This is an optimization exercise on Yosys and OpenROAD, whose aim is small area, not a production implementation. No functional check of the RTL was part of this run. No activity file was given, so power comes from the tool's default toggle rates.

### design.v
`timescale 1ns / 1ps
module wave(
	input clk,
	input rst,
	input [3:0]node,
	output reg wav
	);
	reg [31:0]cnt;
	reg [31:0]max;
	always@(*)
	begin
		case(node)
			0:max=-1;
			1:max=48;
			2:max=43;
			3:max=38;
			4:max=36;
			5:max=32;
			6:max=28;
			7:max=25;
			8:max=24;
			9:max=21;
			10:max=19;
			11:max=18;
			12:max=16;
			13:max=14;
			14:max=13;
			15:max=12;
		endcase
	end
	always@(posedge clk)
	begin
		if(rst)
		begin
			cnt<=0;
			wav<=0;
		end
		else if(cnt>=max)
		begin
			cnt<=0;
			wav<=~wav;
		end
		else
			cnt<=cnt+1;
	end
endmodule
module music(
	input clk,
	input rst,
	input rst_n,
	output beep
   );
	reg [207:0]music;
	reg [207:0]delay;
	reg [31:0]max;
	reg [31:0]cnt;
	reg t;
	reg t_q;
	reg [3:0]left;
	reg wt;
	reg [3:0]node;
	wire t_rise=t&~t_q;
	wave w(clk,rst,node,beep);
	always@(posedge clk)
	begin
		if(rst)begin
			cnt<=0;
			t<=0;
			t_q<=0;
		end else begin
			t_q<=t;
			if(~rst_n)
				cnt<=0;
			else if(cnt>=max)
			begin
				cnt<=0;
				t<=~t;
			end
			else
				cnt<=cnt+1;
		end
	end
	always@(posedge clk)
	begin
		if(rst)begin
			left<=0;
			wt<=0;
			node<=0;
			music<=0;
			delay<=0;
			max<=0;
		end else if(~rst_n)begin
			left<=1;
			wt<=0;
			node<=0;
			music<=208'h58898766699a98755aaba986556978_58887787659a98c5556978;
			delay<=208'h221111222211112222111122112224_2222422224222222112226;
		end else if(t_rise) begin
			left<=left-1;
			if(left==1)
			begin
				if(wt)
				begin
					music<={music[203:0],music[207:204]};
					delay<={delay[203:0],delay[207:204]};
					node<=music[207:204];
					left<=delay[207:204];
					max<=5172;
					wt<=0;
				end
				else
				begin
					node<=0;
					left<=1;
					max<=250;
					wt<=1;
				end
			end
		end
	end
endmodule
`timescale 1ns / 1ps
module button( 
	input in,
	input clk,
	input rst,
	output reg op
	);
	reg out;
	reg [31:0] cnt;
	always@(posedge clk)
	begin
		if(rst)
		begin
			out<=0;
			cnt<=0;
			op<=0;
		end
		else
		begin
			if(in!=out)
				cnt<=cnt+1;
			else
				cnt<=0;
			if(cnt>=500)
			begin
				out<=in;
				cnt<=0;
			end
			if(cnt>=500&&in)
			begin
				op<=1;
			end
			if(op)
				op<=0;
		end
	end
endmodule
module switch( 
	input in,
	input clk,
	input rst,
	output reg out
	);
	reg [31:0] cnt;
	always@(posedge clk)
	begin
		if(rst)
		begin
			out<=0;
			cnt<=0;
		end
		else
		begin
			if(in!=out)
				cnt<=cnt+1;
			else
				cnt<=0;
			if(cnt>=500)
			begin
				out<=in;
				cnt<=0;
			end
		end
	end
endmodule
module clock( 
	input clk,
	input rst,
	input [31:0]max,
	output reg c,
	output rise
	);
	reg [31:0]count1;
	reg c_q;
	assign rise=c&~c_q;
	always@(posedge clk)
	begin
		if(rst)
		begin
			count1<=0;
			c<=0;
			c_q<=0;
		end
		else
		begin
			c_q<=c;
			if(count1>=max)
			begin
				count1<=0;
				c<=~c;
			end
			else count1<=count1+1;
		end
	end
endmodule
module display( 
	input clk,
	input rst,
	input [19:0]num,
	output reg [3:0]an,
	output reg [6:0]seg
	);
	wire t0,t1;
	reg [1:0]c;
	reg [4:0]n;
	clock cl(clk,rst,25,t0,t1);
	always@(posedge clk)
	begin
		if(rst)
		begin
			an<=4'b1110;
			c<=0;
		end
		else if(t1)
		begin
			an<={an[2:0],an[3]};
			c<=c+1;
		end
	end
	always@(*)
	begin
		case(n)
			0:seg=7'b1000000; 
			1:seg=7'b1111001; 
			2:seg=7'b0100100; 
			3:seg=7'b0110000; 
			4:seg=7'b0011001; 
			5:seg=7'b0010010; 
			6:seg=7'b0000010; 
			7:seg=7'b1111000; 
			8:seg=7'b0000000; 
			9:seg=7'b0010000; 
			10:seg=7'b0001000; 
			11:seg=7'b0000011; 
			12:seg=7'b1000110; 
			13:seg=7'b0100001; 
			14:seg=7'b0000110; 
			15:seg=7'b0001110; 
			16:seg=7'b0001001; 
			17:seg=7'b1110001; 
			18:seg=7'b1000111; 
			19:seg=7'b0101011; 
			20:seg=7'b0001100; 
			21:seg=7'b0011000; 
			22:seg=7'b0101111; 
			23:seg=7'b0000111; 
			24:seg=7'b1000001; 
			25:seg=7'b0010001; 
			26:seg=7'b0111111; 
			27:seg=7'b1110111; 
			28:seg=7'b1111011; 
			29:seg=7'b0100011; 
			30:seg=7'b1100011; 
			31:seg=7'b1111111;
		endcase
	end
	always@(*)
	begin
		case(c)
			0:n=num[4:0];
			1:n=num[9:5];
			2:n=num[14:10];
			3:n=num[19:15];
		endcase
	end
endmodule
module edit( 
	input clk,
	input rst,
	input left,
	input right,
	input inc,
	input dec,
	output reg [1:0]curr,
	output reg [15:0]num
	);
	always@(posedge clk)
	begin
		if(rst)
			curr<=3;
		else if(left)
			curr<=curr+1;
		else if(right)
			curr<=curr-1;
	end
	always@(posedge clk)
	begin
		if(rst)begin
			num<=0;
		end
		else if(inc)
			case(curr)
				0:num[3:0]<=num[3:0]<9?num[3:0]+1:0;
				1:num[7:4]<=num[7:4]<9?num[7:4]+1:0;
				2:num[11:8]<=num[11:8]<9?num[11:8]+1:0;
				3:num[15:12]<=num[15:12]<9?num[15:12]+1:0;
			endcase
		else if(dec)
			case(curr)
				0:num[3:0]<=num[3:0]>0?num[3:0]-1:9;
				1:num[7:4]<=num[7:4]>0?num[7:4]-1:9;
				2:num[11:8]<=num[11:8]>0?num[11:8]-1:9;
				3:num[15:12]<=num[15:12]>0?num[15:12]-1:9;
			endcase
	end
endmodule
module showedit( 
	input clk,
	input rst,
	input [15:0]num,
	input [1:0]curr,
	output reg [19:0]data
	);
	wire t0,t;
	reg s;
	clock cl(clk,rst,5000,t0,t);
	always@(posedge clk)
	begin
		if(rst)
			s<=0;
		else if(t)
			s<=~s;
	end
	always@(*)
	begin
		if(s)
			data={1'b0,num[15:12],1'b0,num[11:8],1'b0,num[7:4],1'b0,num[3:0]};
		else
			case(curr)
				0:data={1'b0,num[15:12],1'b0,num[11:8],1'b0,num[7:4],5'd27};
				1:data={1'b0,num[15:12],1'b0,num[11:8],5'd27,1'b0,num[3:0]};
				2:data={1'b0,num[15:12],5'd27,1'b0,num[7:4],1'b0,num[3:0]};
				3:data={5'd27,1'b0,num[11:8],1'b0,num[7:4],1'b0,num[3:0]};
			endcase
	end
endmodule
module mem( 
	input clk,
	input rst,
	input [2:0]addr,
	input [15:0]idata,
	input we,
	output reg [15:0]odata
	);
	reg [15:0]data0;
	reg [15:0]data1;
	reg [15:0]data2;
	reg [15:0]data3;
	reg [15:0]data4;
	reg [15:0]data5;
	reg [15:0]data6;
	reg [15:0]data7;
	reg we_q;
	always@(*)
	begin
		case(addr)
			0:odata=data0;
			1:odata=data1;
			2:odata=data2;
			3:odata=data3;
			4:odata=data4;
			5:odata=data5;
			6:odata=data6;
			7:odata=data7;
		endcase
	end
	always@(posedge clk)
	begin
		if(rst)
		begin
			we_q<=0;
			data0<=0;
			data1<=0;
			data2<=0;
			data3<=0;
			data4<=0;
			data5<=0;
			data6<=0;
			data7<=0;
		end
		else
		begin
			we_q<=we;
			if(we&~we_q)
				case(addr)
					0:data0<=idata;
					1:data1<=idata;
					2:data2<=idata;
					3:data3<=idata;
					4:data4<=idata;
					5:data5<=idata;
					6:data6<=idata;
					7:data7<=idata;
				endcase
		end
	end
endmodule
module nosame( 
	input [15:0]num,
	output ok
	);
	wire [3:0]n0;
	wire [3:0]n1;
	wire [3:0]n2;
	wire [3:0]n3;
	assign n0=num[3:0];
	assign n1=num[7:4];
	assign n2=num[11:8];
	assign n3=num[15:12];
	assign ok=n0!=n1&&n0!=n2&&n0!=n3&&n1!=n2&&n1!=n3&&n2!=n3;
endmodule
module judge( 
	input [15:0]ans,
	input [15:0]num,
	output [2:0]a,
	output [2:0]b
	);
	wire [3:0]n0;
	wire [3:0]n1;
	wire [3:0]n2;
	wire [3:0]n3;
	wire [3:0]a0;
	wire [3:0]a1;
	wire [3:0]a2;
	wire [3:0]a3;
	assign n0=num[3:0];
	assign n1=num[7:4];
	assign n2=num[11:8];
	assign n3=num[15:12];
	assign a0=ans[3:0];
	assign a1=ans[7:4];
	assign a2=ans[11:8];
	assign a3=ans[15:12];
	assign a=(n0==a0)+(n1==a1)+(n2==a2)+(n3==a3);
	assign b=(n0==a1)+(n0==a2)+(n0==a3)
			  +(n1==a0)+(n1==a2)+(n1==a3)
			  +(n2==a0)+(n2==a1)+(n2==a3)
			  +(n3==a0)+(n3==a1)+(n3==a2);
endmodule
module showjudge( 
	input [15:0]ans,
	input [15:0]num,
	output [19:0]data
	);
	wire [2:0]a;
	wire [2:0]b;
	judge j(ans,num,a,b);
	assign data={2'd0,a,5'd10,2'd0,b,5'd11}; 
endmodule
module showrec( 
	input clk,
	input grst,
	input rst,
	input [2:0]currrec,
	input inc,
	input dec,
	input [15:0]memdata,
	input [15:0]ans,
	output reg [19:0]data,
	output [2:0]addr
	);
	wire c0,c;
	clock cl(clk,grst,12500,c0,c);
	reg [1:0]state;
	reg [2:0]showrec;
	wire [19:0]judgedata;
	showjudge sj(ans,memdata,judgedata);
	wire [3:0]showrecplus1;
	assign showrecplus1=showrec+1;
	assign addr=showrec;
	wire operate;
	assign operate=inc|dec|rst;
	always@(posedge clk)
	begin
		if(grst|operate)
			state<=0;
		else if(c)
		begin
			if(state==2)
				state<=0;
			else
				state<=state+1;
		end
	end
	always@(*)
	begin
		if(currrec==0)
			data={5'd19,5'd29,5'd19,5'd14};
		else
			case(state)
				0:data={1'd0,showrecplus1,5'd29,5'd15,2'd0,currrec};
				1:data={1'b0,memdata[15:12],1'b0,memdata[11:8],1'b0,memdata[7:4],1'b0,memdata[3:0]};
				2:data=judgedata;
				3:data=0;
			endcase
	end
	always@(posedge clk)
	begin
		if(grst)
			showrec<=0;
		else if(showrec>=currrec)
			showrec<=0;
		else if(inc)
		begin
			if(showrec<currrec-1)
				showrec<=showrec+1;
			else
				showrec<=0;
		end
		else if(dec)
		begin
			if(showrec>0)
				showrec<=showrec-1;
			else
				showrec<=currrec-1;
		end
	end
endmodule
module hello( 
	input clk,
	input rst,
	output [19:0]data
	);
	reg [44:0]txt;
	wire c0,c;
	clock cl(clk,rst,5000,c0,c);
	always@(posedge clk)
	begin
		if(rst)
			txt<={5'd31,5'd31,5'd31,5'd31,5'd16,5'd14,5'd18,5'd18,5'd0};
		else if(c)
			txt<={txt[39:0],txt[44:40]};
	end
	assign data=txt[44:25];
endmodule
module cong( 
	input clk,
	input grst,
	input rst,
	output [19:0]data
	);
	reg [94:0]txt;
	wire c0,c;
	clock cl(clk,grst,5000,c0,c);
	always@(posedge clk)
	begin
		if(grst)
			txt<=0;
		else if(rst)
			txt<={5'd31,5'd31,5'd31,5'd31,5'd12,5'd29,5'd19,5'd9,5'd22,5'd10,5'd23,5'd24,5'd18,5'd10,5'd23,5'd28,5'd29,5'd19,5'd5};
		else if(c)
			txt<={txt[89:0],txt[94:90]};
	end
	assign data=txt[94:75];
endmodule
module lose( 
	input clk,
	input grst,
	input rst,
	input [15:0]num,
	output [19:0]data
	);
	wire c0,c;
	clock cl(clk,grst,20000,c0,c);
	reg s;
	always@(posedge clk)
	begin
		if(grst|rst)
			s<=0;
		else if(c)
			s<=~s;
	end
	assign data=s?{1'b0,num[15:12],1'b0,num[11:8],1'b0,num[7:4],1'b0,num[3:0]}:{5'd18,5'd0,5'd5,5'd14};
endmodule
module gameover(
	input clk,
	input grst,
	input rst,
	input win,
	input [15:0]num,
	output [19:0]data
	);
	wire [19:0]data1,data2;
	cong cong1(clk,grst,rst,data1);
	lose lose1(clk,grst,rst,num,data2);
	assign data=win?data1:data2;
endmodule
module rndgen( 
	input clk,
	input rst,
	output reg [15:0]random
	);
	reg [15:0]rnd;
	wire ok;
	nosame n(rnd,ok);
	always@(posedge clk)
	begin
		if(rst)
			random<=16'd123;
		else if(ok)
			random<=rnd;
	end
	always@(posedge clk)
	begin
		if(rst)
			rnd<=0;
		else
		begin
			if(rnd[3:0]<9)
				rnd[3:0]<=rnd[3:0]+1;
			else
				rnd[3:0]<=0;
			if(rnd[3:0]==9)
				if(rnd[7:4]<9)
					rnd[7:4]<=rnd[7:4]+1;
				else
					rnd[7:4]<=0;
			if(rnd[7:4]==9&&rnd[3:0]==9)
				if(rnd[11:8]<9)
					rnd[11:8]<=rnd[11:8]+1;
				else
					rnd[11:8]<=0;
			if(rnd[11:8]==9&&rnd[7:4]==9&&rnd[3:0]==9)
				if(rnd[15:12]<9)
					rnd[15:12]<=rnd[15:12]+1;
				else
					rnd[15:12]<=0;
		end
	end
endmodule
module submit(
	input [15:0]ans,
	input [15:0]num,
	output [19:0]data
	);
	wire [19:0]sjdata;
	wire ok;
	showjudge sj(ans,num,sjdata);
	nosame n(num,ok);
	assign data=ok?sjdata:{5'd14,5'd22,5'd22,5'd31};
endmodule
module twinkle(
	input clk,
	input rst,
	input [2:0]n,
	output o
	);
	reg [7:0]br0;
	reg [6:0]cnt;
	wire c0,c;
	wire [7:0]br;
	wire [7:0]brc=(br0+(n<<5))%256;
	clock c1(clk,rst,250,c0,c);
	assign br=brc<128?brc:255-brc;
	always@(posedge clk)
	begin
		if(rst)
			br0<=0;
		else if(c)
			br0<=br0+1;
	end
	always@(posedge clk)
	begin
		if(rst)
			cnt<=0;
		else
			cnt<=cnt+1;
	end
	assign o=br>=cnt;
endmodule
module twinkle8(
	input clk,
	input rst,
	output [7:0]o
	);
	twinkle t0(clk,rst,0,o[0]);
	twinkle t1(clk,rst,1,o[1]);
	twinkle t2(clk,rst,2,o[2]);
	twinkle t3(clk,rst,3,o[3]);
	twinkle t4(clk,rst,4,o[4]);
	twinkle t5(clk,rst,5,o[5]);
	twinkle t6(clk,rst,6,o[6]);
	twinkle t7(clk,rst,7,o[7]);
endmodule
module sound(
	input clk,
	input rst,
	input press,
	input guesswrong,
	input win,
	output reg beep
	);
	wire music_out;
	reg press_en;
	reg [31:0]press_cnt;
	reg guesswrong_en;
	wire press_sound;
	wire press_rise;
	wire guesswrong_sound;
	reg [3:0]guesswrong_node;
	music music1(clk,rst,win,music_out);
	always@(posedge clk)
	begin
		if(rst)begin
			press_en<=0;
			press_cnt<=0;
		end else if(press)begin
			press_en<=1;
			press_cnt<=5000;
		end else if(press_cnt>0) begin
			press_cnt<=press_cnt-1;
		end else if(press_cnt==0) begin
			press_en<=0;
		end
	end
	clock c1(clk,rst,20,press_sound,press_rise);
	wave wv(clk,rst,guesswrong_node,guesswrong_sound);
	reg [31:0]guesswrong_cnt;
	always@(posedge clk)
	begin
		if(rst)begin
			guesswrong_en<=0;
			guesswrong_node<=0;
			guesswrong_cnt<=0;
		end else if(guesswrong)begin
			guesswrong_en<=1;
			guesswrong_node<=15;
			guesswrong_cnt<=2500;
		end else if(guesswrong_cnt>0)
			guesswrong_cnt<=guesswrong_cnt-1;
		else if(guesswrong_cnt==0)begin
			guesswrong_cnt<=2500;
			if(guesswrong_node>1)
				guesswrong_node<=guesswrong_node-1;
			else
				guesswrong_en<=0;
		end
	end
	always@(*)
	begin
		if(press_en)
			beep=press_sound;
		else if(guesswrong_en)
			beep=guesswrong_sound;
		else if(win)
			beep=music_out;
		else
			beep=1;
	end
endmodule
module top(
	input clk, 
	input rst, 
	input [7:0]sw, 
	input [3:0]btn, 
	output [3:0]an, 
	output [6:0]seg, 
	output dp, 
	output [7:0]led, 
	output beep 
	);
	wire [19:0]edit_disp;
	wire [19:0]hello_disp;
	wire [19:0]rec_disp;
	wire [19:0]submit_disp;
	wire [19:0]gameover_disp;
	reg [19:0]disp;
	wire key_l,key_r,key_i,key_d;
	reg edit_l,edit_r,edit_i,edit_d;
	reg rec_i,rec_d;
	wire [15:0]mem_odata;
	reg [2:0]mem_addr;
	wire [2:0]rec_addr;
	wire [15:0]mem_idata;
	reg mem_we;
	reg [3:0]curr_rec; 
	reg [15:0]ans; 
	wire [15:0]edit_num; 
	reg [1:0]gamestate; 
	wire [15:0]random;
	wire nosame_ok;
	wire sw0,sw1,sw2,sw3,sw4,sw5,sw6,sw7;
	wire sound_out;
	wire [2:0]judge_a,judge_b;
	reg win;
	reg gameover_rst;
	wire showrec_rst;
	reg edit_rst;
	wire [7:0]tw;
	reg guess_wrong;
	always@(posedge clk)
	begin
		if(rst)begin
			gamestate<=0;
			curr_rec<=0;
			win<=0;
			ans<=16'h1234;
			edit_rst<=0;
			mem_we<=0;
			gameover_rst<=0;
			guess_wrong<=0;
		end
		else if(sw7)begin
			gamestate<=0;
			curr_rec<=0;
			win<=0;
		end
		else begin
			guess_wrong<=0;
			case(gamestate)
				0:begin
					if(key_l|key_r|key_i|key_d)begin
						gamestate<=1;
						curr_rec<=0;
						ans<=random;
						edit_rst<=1;
					end
				end
				1:begin
					edit_rst<=0;
					if(sw1&&~sw0)begin 
						gamestate<=2;
						if(nosame_ok)begin
							curr_rec<=curr_rec+1;
							mem_we<=1;
							if(judge_a!=4)
								guess_wrong<=1;
						end
					end
				end
				2:begin
					if(nosame_ok)begin
						mem_we<=0;
						if(judge_a==4)begin
							win<=1;
							curr_rec<=curr_rec-1;
							gamestate<=3;
							gameover_rst<=1;
						end else if(curr_rec==8)begin
							win<=0;
							gamestate<=3;
							gameover_rst<=1;
						end
					end
					if(~sw1)
						gamestate<=1;
				end
				3:begin
					gameover_rst<=0;
					if(~sw1)begin
						gamestate<=0;
						curr_rec<=0;
						win<=0;
					end
				end
			endcase
		end
	end
	always@(*)
	begin
		if(sw6)begin 
			disp={1'b0,ans[15:12],1'b0,ans[11:8],1'b0,ans[7:4],1'b0,ans[3:0]};
			mem_addr=0;
			edit_i=0;
			edit_d=0;
			edit_l=0;
			edit_r=0;
			rec_i=0;
			rec_d=0;
		end else
		if(gamestate==0)begin 
			disp=hello_disp;
			mem_addr=0;
			edit_l=0;
			edit_r=0;
			edit_i=0;
			edit_d=0;
			rec_i=0;
			rec_d=0;
		end else if(gamestate==3)begin 
			disp=gameover_disp;
			mem_addr=0;
			edit_i=0;
			edit_d=0;
			edit_l=0;
			edit_r=0;
			rec_i=0;
			rec_d=0;
		end else if(sw0)begin 
			disp=rec_disp;
			mem_addr=rec_addr;
			edit_l=0;
			edit_r=0;
			edit_i=0;
			edit_d=0;
			rec_i=key_i;
			rec_d=key_d;
		end else begin
			if(gamestate==1)begin 
				disp=edit_disp;
				mem_addr=curr_rec[2:0];
				edit_i=key_i;
				edit_d=key_d;
				edit_l=key_l;
				edit_r=key_r;
				rec_i=0;
				rec_d=0;
			end else begin 
				disp=submit_disp;
				mem_addr=curr_rec[2:0];
				edit_i=0;
				edit_d=0;
				edit_l=0;
				edit_r=0;
				rec_i=0;
				rec_d=0;
			end
		end
	end
	button b1(btn[3],clk,rst,key_l);
	button b2(btn[2],clk,rst,key_r);
	button b3(btn[1],clk,rst,key_i);
	button b4(btn[0],clk,rst,key_d);
	switch s0(sw[0],clk,rst,sw0);
	switch s1(sw[1],clk,rst,sw1);
	switch s2(sw[2],clk,rst,sw2);
	switch s3(sw[3],clk,rst,sw3);
	switch s4(sw[4],clk,rst,sw4);
	switch s5(sw[5],clk,rst,sw5);
	switch s6(sw[6],clk,rst,sw6);
	switch s7(sw[7],clk,rst,sw7);
	rndgen rndgen1(clk,rst,random);
	mem mem1(clk,rst,mem_addr,mem_idata,mem_we,mem_odata);
	assign mem_idata=edit_num;
	display display1(clk,rst,disp,an,seg);
	hello hello1(clk,rst,hello_disp);
	sound sound1(clk,rst,key_l|key_r|key_i|key_d,guess_wrong,win,sound_out);
	assign beep=sw5?sound_out:1;
	wire [1:0]edit_currdigit;
	edit edit1(clk,rst|edit_rst,edit_l,edit_r,edit_i,edit_d,edit_currdigit,edit_num);
	showedit showedit1(clk,rst,edit_num,edit_currdigit,edit_disp);
	showrec showrec1(clk,rst,showrec_rst,curr_rec[2:0],rec_i,rec_d,mem_odata,ans,rec_disp,rec_addr);
	assign showrec_rst=~sw0;
	nosame nosame1(edit_num,nosame_ok);
	judge judge1(ans,edit_num,judge_a,judge_b);
	submit submit1(ans,edit_num,submit_disp);
	gameover gameover1(clk,rst,gameover_rst,win,ans,gameover_disp);
	twinkle8 twinkle81(clk,rst,tw);
	assign dp=1;
	assign led=(8'b11111111<<curr_rec)&tw;
endmodule
### run.sh
#!/bin/bash
# synth_recipe.tcl (not shown) runs the flow's synth.tcl, then flattens the netlist and writes it again
# the make line also repeats each setting of config.mk as NAME=value (left out here)
make -C /OpenROAD-flow-scripts/flow DESIGN_CONFIG=/design/flow/config.mk WORK_HOME=/design/flow/orfs CLKGATE_MAP_FILE= SYNTH_SCRIPT=/design/flow/synth_recipe.tcl finish
### config.mk
export PLATFORM = sky130hd
export DESIGN_NAME = top
export DESIGN_NICKNAME = top
export VERILOG_FILES = /design/flow/design.v
export SDC_FILE = /design/flow/constraint.sdc
export NUM_CORES = 4
export LEC_CHECK = 0
export CAP_MARGIN = 20
export CORE_MARGIN = 2
export CORE_UTILIZATION = 40
export SLEW_MARGIN = 20
### constraint.sdc
create_clock -name core_clock -period 12.0 [get_ports {clk}]
set_input_delay 2.4000 -clock core_clock [delete_from_list [all_inputs] [get_ports {clk}]]
set_output_delay 2.4000 -clock core_clock [all_outputs]
set_load 0.01 [all_outputs]
==> results.txt <==
-- per-stage QoR --
stage	worst slack, ps	total power, uW	hold slack, ps	instance area, sq um
final	375	14100	442	84600
after global routing	18.7	14700	457	84600
after CTS	48.0	14300	434	84400
after detailed placement	1040	7970	443	77500
after global placement	960	7930	436	77500
after floorplan	2790	7620	426	75300
-- Yosys cell counts (61+ instances only) --
cell      instances
clkbuf_1        369
nand2b_1         61
dfxtp_1        1901
nor2b_1          75
xnor2_1         363
nand2_1        1372
inv_1           235
ha_1            283
nor4_1          179
nand4_1         107
a21oi_1         605
xor2_1          301
nor3_1           77
o21ai_0         110
nor2_1          901
nand3_1         180
and3_1           78
a31oi_1          87
o22ai_1         162
-- final timing paths --
| kind | start | end | slack (ps) | cells past startpoint |
|---|---|---|---|---|
| worst max register to register | ans[0] | curr_rec[0] | 7790 | 13 |
| worst min register to register | hello1.txt[5] | hello1.txt[10] | 440 | 2 |
| worst max-delay path | s0.out | seg[3] | 370 | 30 |
| worst min-delay path | hello1.txt[5] | hello1.txt[10] | 440 | 2 |
-- flip-flops by register name, indices dropped and copies added (netlist names), 45 cells and up --
signal	cells
gameover1.cong1.txt	95
hello1.txt	45
sound1.music1.delay	208
sound1.music1.music	208
-- routing by layer --
layer  vias up  share of wire [%]  global-route usage [%]
met2      1003                 46                    26.7
met1     25200                 46                    21.4
li1      27500                  -                       -
met5         -                  0                       0
met3       250                5.1                    2.94
met4         0                2.2                    4.92
-- cell type report --
class | instances | share of cell area [%]
Tap cell | 2370 | 3.51
Timing Repair Buffer | 121 | 1.23
Clock inverter | 74 | 1.37
Clock buffer | 282 | 6.71
Multi-Input combinational cell | 6057 | 41.1
Antenna cell | 1 | 0.00296
Inverter | 238 | 1.06
Sequential cell | 1901 | 45.0
-- kinds of logic after synthesis --
family          after synthesis
flops                      1901
fa+ha+maj                   300
buf+inv                     681
other cells                   2
simple gates               3187
mux                          72
xor+xnor                    665
compound gates             1269
-- cell usage in the layout, fill, tap and decap left out, types with 16 or more instances in the layout --
cell | netlist | routed
or4_1 | 24 | 24
nor3_1 | 77 | 75
o211ai_1 | 22 | 22
o21ai_0 | 110 | 109
clkbuf_1 | 369 | 39
clkinv_2 | 0 | 23
mux2i_1 | 59 | 59
nor4_1 | 179 | 175
a21o_1 | 48 | 48
o31ai_1 | 20 | 20
o22ai_1 | 162 | 161
xor2_1 | 301 | 301
nor2_1 | 901 | 899
nand4_1 | 107 | 107
a211oi_1 | 20 | 20
ha_1 | 283 | 283
nand2b_1 | 61 | 58
nor2b_1 | 75 | 73
a31oi_1 | 87 | 86
inv_1 | 235 | 235
clkdlybuf4s50_1 | 0 | 28
conb_1 | 2 | 564
fa_1 | 17 | 17
buf_4 | 2 | 84
xnor2_1 | 363 | 363
nand3b_1 | 32 | 32
a211o_1 | 17 | 16
or3_1 | 25 | 24
bufinv_16 | 0 | 23
nand3_1 | 180 | 179
dfxtp_1 | 1901 | 1896
a21oi_1 | 605 | 605
clkbuf_16 | 0 | 194
clkbuf_8 | 0 | 49
nand2_1 | 1372 | 1369
and3_1 | 78 | 77
-- repair_timing --
item,4_1_cts,5_1_grt
setup buffers,0,9
endpoints found under the setup margin,0,7
gates resized for setup,0,24
-- power by group --
part / switching [uW] / internal, uW / leakage, uW
Combinational: 676 / 458 / 0.0132
Sequential: 163 / 6550 / 0.0156
Clock: 2480 / 3790 / 0.00334
-- worst min-delay path, cell delays in order, from the launching register on --
cell     delay, ps
dfxtp_1        310
nand2_1         50
a21oi_1         50
==> results.txt <==
* Clk Latency, worst-skew pair at approximately 830 ps
* Synth Area in Adders at under 10%
* Worst hold path class: flop to flop
* Die span in x at between 400 and 500 microns
* Vias in the first global route at approximately 51000
* Clk root buf: clkbuf_16
* Required time worst endpoint at about 9600 ps
* Slew margin rel. at 29.5%
* Netlist cell types at roughly 100
* Iteration-0 DRC Markers at 3532
* RSZ-0062 raised after global routing: no
* Pin count of the biggest net entering global routing at 170
* Crit. End Element: output pin
* Startpoint types: flop
* TNS Setup at 0 ps
* Number of synthesized flops with an enable pin at 0
* Layout area overhead at 15.6%
* Final core utilization at between 40% and 50%
* Initial Util at ~40%
* Max FO, Critical Path at 28
* GPL Wtd Cong at approximately 0.93
* CP max stage cell: a2111oi_0
* Dpl cells at 10700
* Clock buffer count from CTS at a little under 200
* Post-synthesis xor/xnor area fraction at around 8.0%
* H-tree levels at 4
* Fmax at roughly 86 MHz
* Maximum clock path buffer count at 3
* Multiplexer share of the synthesized area at under 10%
* Top post-synthesis cells by area: dfxtp_1, nand2_1, ha_1, nor2_1, xnor2_1
* Final hold viol count at 0
* Area of the multi-input gates at roughly 35000 sq um
* Async SR Flop Fraction at 0%
* Slowest stage delay, CP at 570 ps
* Buf/Inv on CP at 9
* Drt drc at 0
* Rows at 156
* Global Route Usage Sum at about 16%
* Clock sinks at about 1900
* Delay-heaviest family, CP: adder cells
* DRT Pass-1 Iters at 6
* Final std cells w/o fill at 11000
* Status: no timing/DRC/antenna violations
* Worst Skew at ~20 ps
* Filler Cell Count at around 17000
* Post-Syn Instances at ~8100
* Pwr dens at about 170 nW/um^2
* Final setup viols at 0
* Die Ht at 432 microns
* Crit share post-route at 96.9%
* Worst Tran Pin Value at 1060 ps
* Top FF cell, synth: dfxtp_1
* Warnings, synthesis at 25
* Biggest area consumer among synthesized cells: dfxtp_1
* Most common cell on crit path: inv_1
* CTS tree: done
* Compound-Gate Fraction of Synth Area at between 10% and 20%
* Synthesized area per cell at 9.06 sq um
* Max Slew Vio Count at 0
* CP arrival at between 9000 and 10000 ps
* Largest family of logic cells by synthesized area: simple AND/OR/NAND/NOR gates
* I/O Pins at 35
* Post-CTS Hold Fix Bufs at 0
* Layout Nets at around 8800
* DRT antenna net count at 0
* CP Class: flop to output pin
* WL/cell at approximately 14 microns
* Antenna violations before repair at 3
* Lkg Pwr at ~0.032 uW
* Routed WL at roughly 150000 microns
* Register area share after synthesis at a little over half
* Via-to-Cell Ratio at 4.88
* Share of cells above drive strength 1 at slightly below 6%
* Clock transition at the registers of the reported paths at approximately 60 ps
* Overflow after GRT at 0
* Register area at between 30000 and 40000 sq um
* Vias at 53900
* Core ar. at approximately 180000 sq um
* Max_cap viols at 0
* Final HPWL DP at 97100 microns
* Crit path time final at 11630 ps
* Netlist Area Pre-Place at between 70000 and 80000 sq um
* Flip-flop and latch count after synthesis at between 1500 and 2000
* Max VDD drop at ~0.14 mV
* Port bufs at 30
* Die ar. at roughly 190000 sq um
* First-pass GRT wire length at ~250000 microns
* Yosys top cell area share at between 50% and 60%
* Simple-Gate Fraction of Synth Area at 19.3%

## separate check: timing with driven ports
How much do the figures lean on ideal ports? The routed layout below was timed once more, with nothing changed but the port constraints. Step 1: set_driving_cell puts a clkbuf_16 on clk and a buf_2 on each other input, an assumption about the parent block. Step 2 adds t to the input delays and takes it off the output delays; t is the mean of the earliest and latest rising clock arrival at the registers after step 1. Input paths then give back, and output paths get back, about the clock's delay inside the block. Slacks: ideal / step 1 / step 2; pairs: ideal / step 1.
t, ns: 0.902
slack for setup (ns): 0.375 / 0.291 / 1.193
worst setup path at the end: register to output
clock arrival spread, ns: 0.038 / 0.038
After both steps this run still meets setup and hold. For this run, drivers alone change the setup slack by -0.084 ns; drivers and shift together by +0.818 ns.
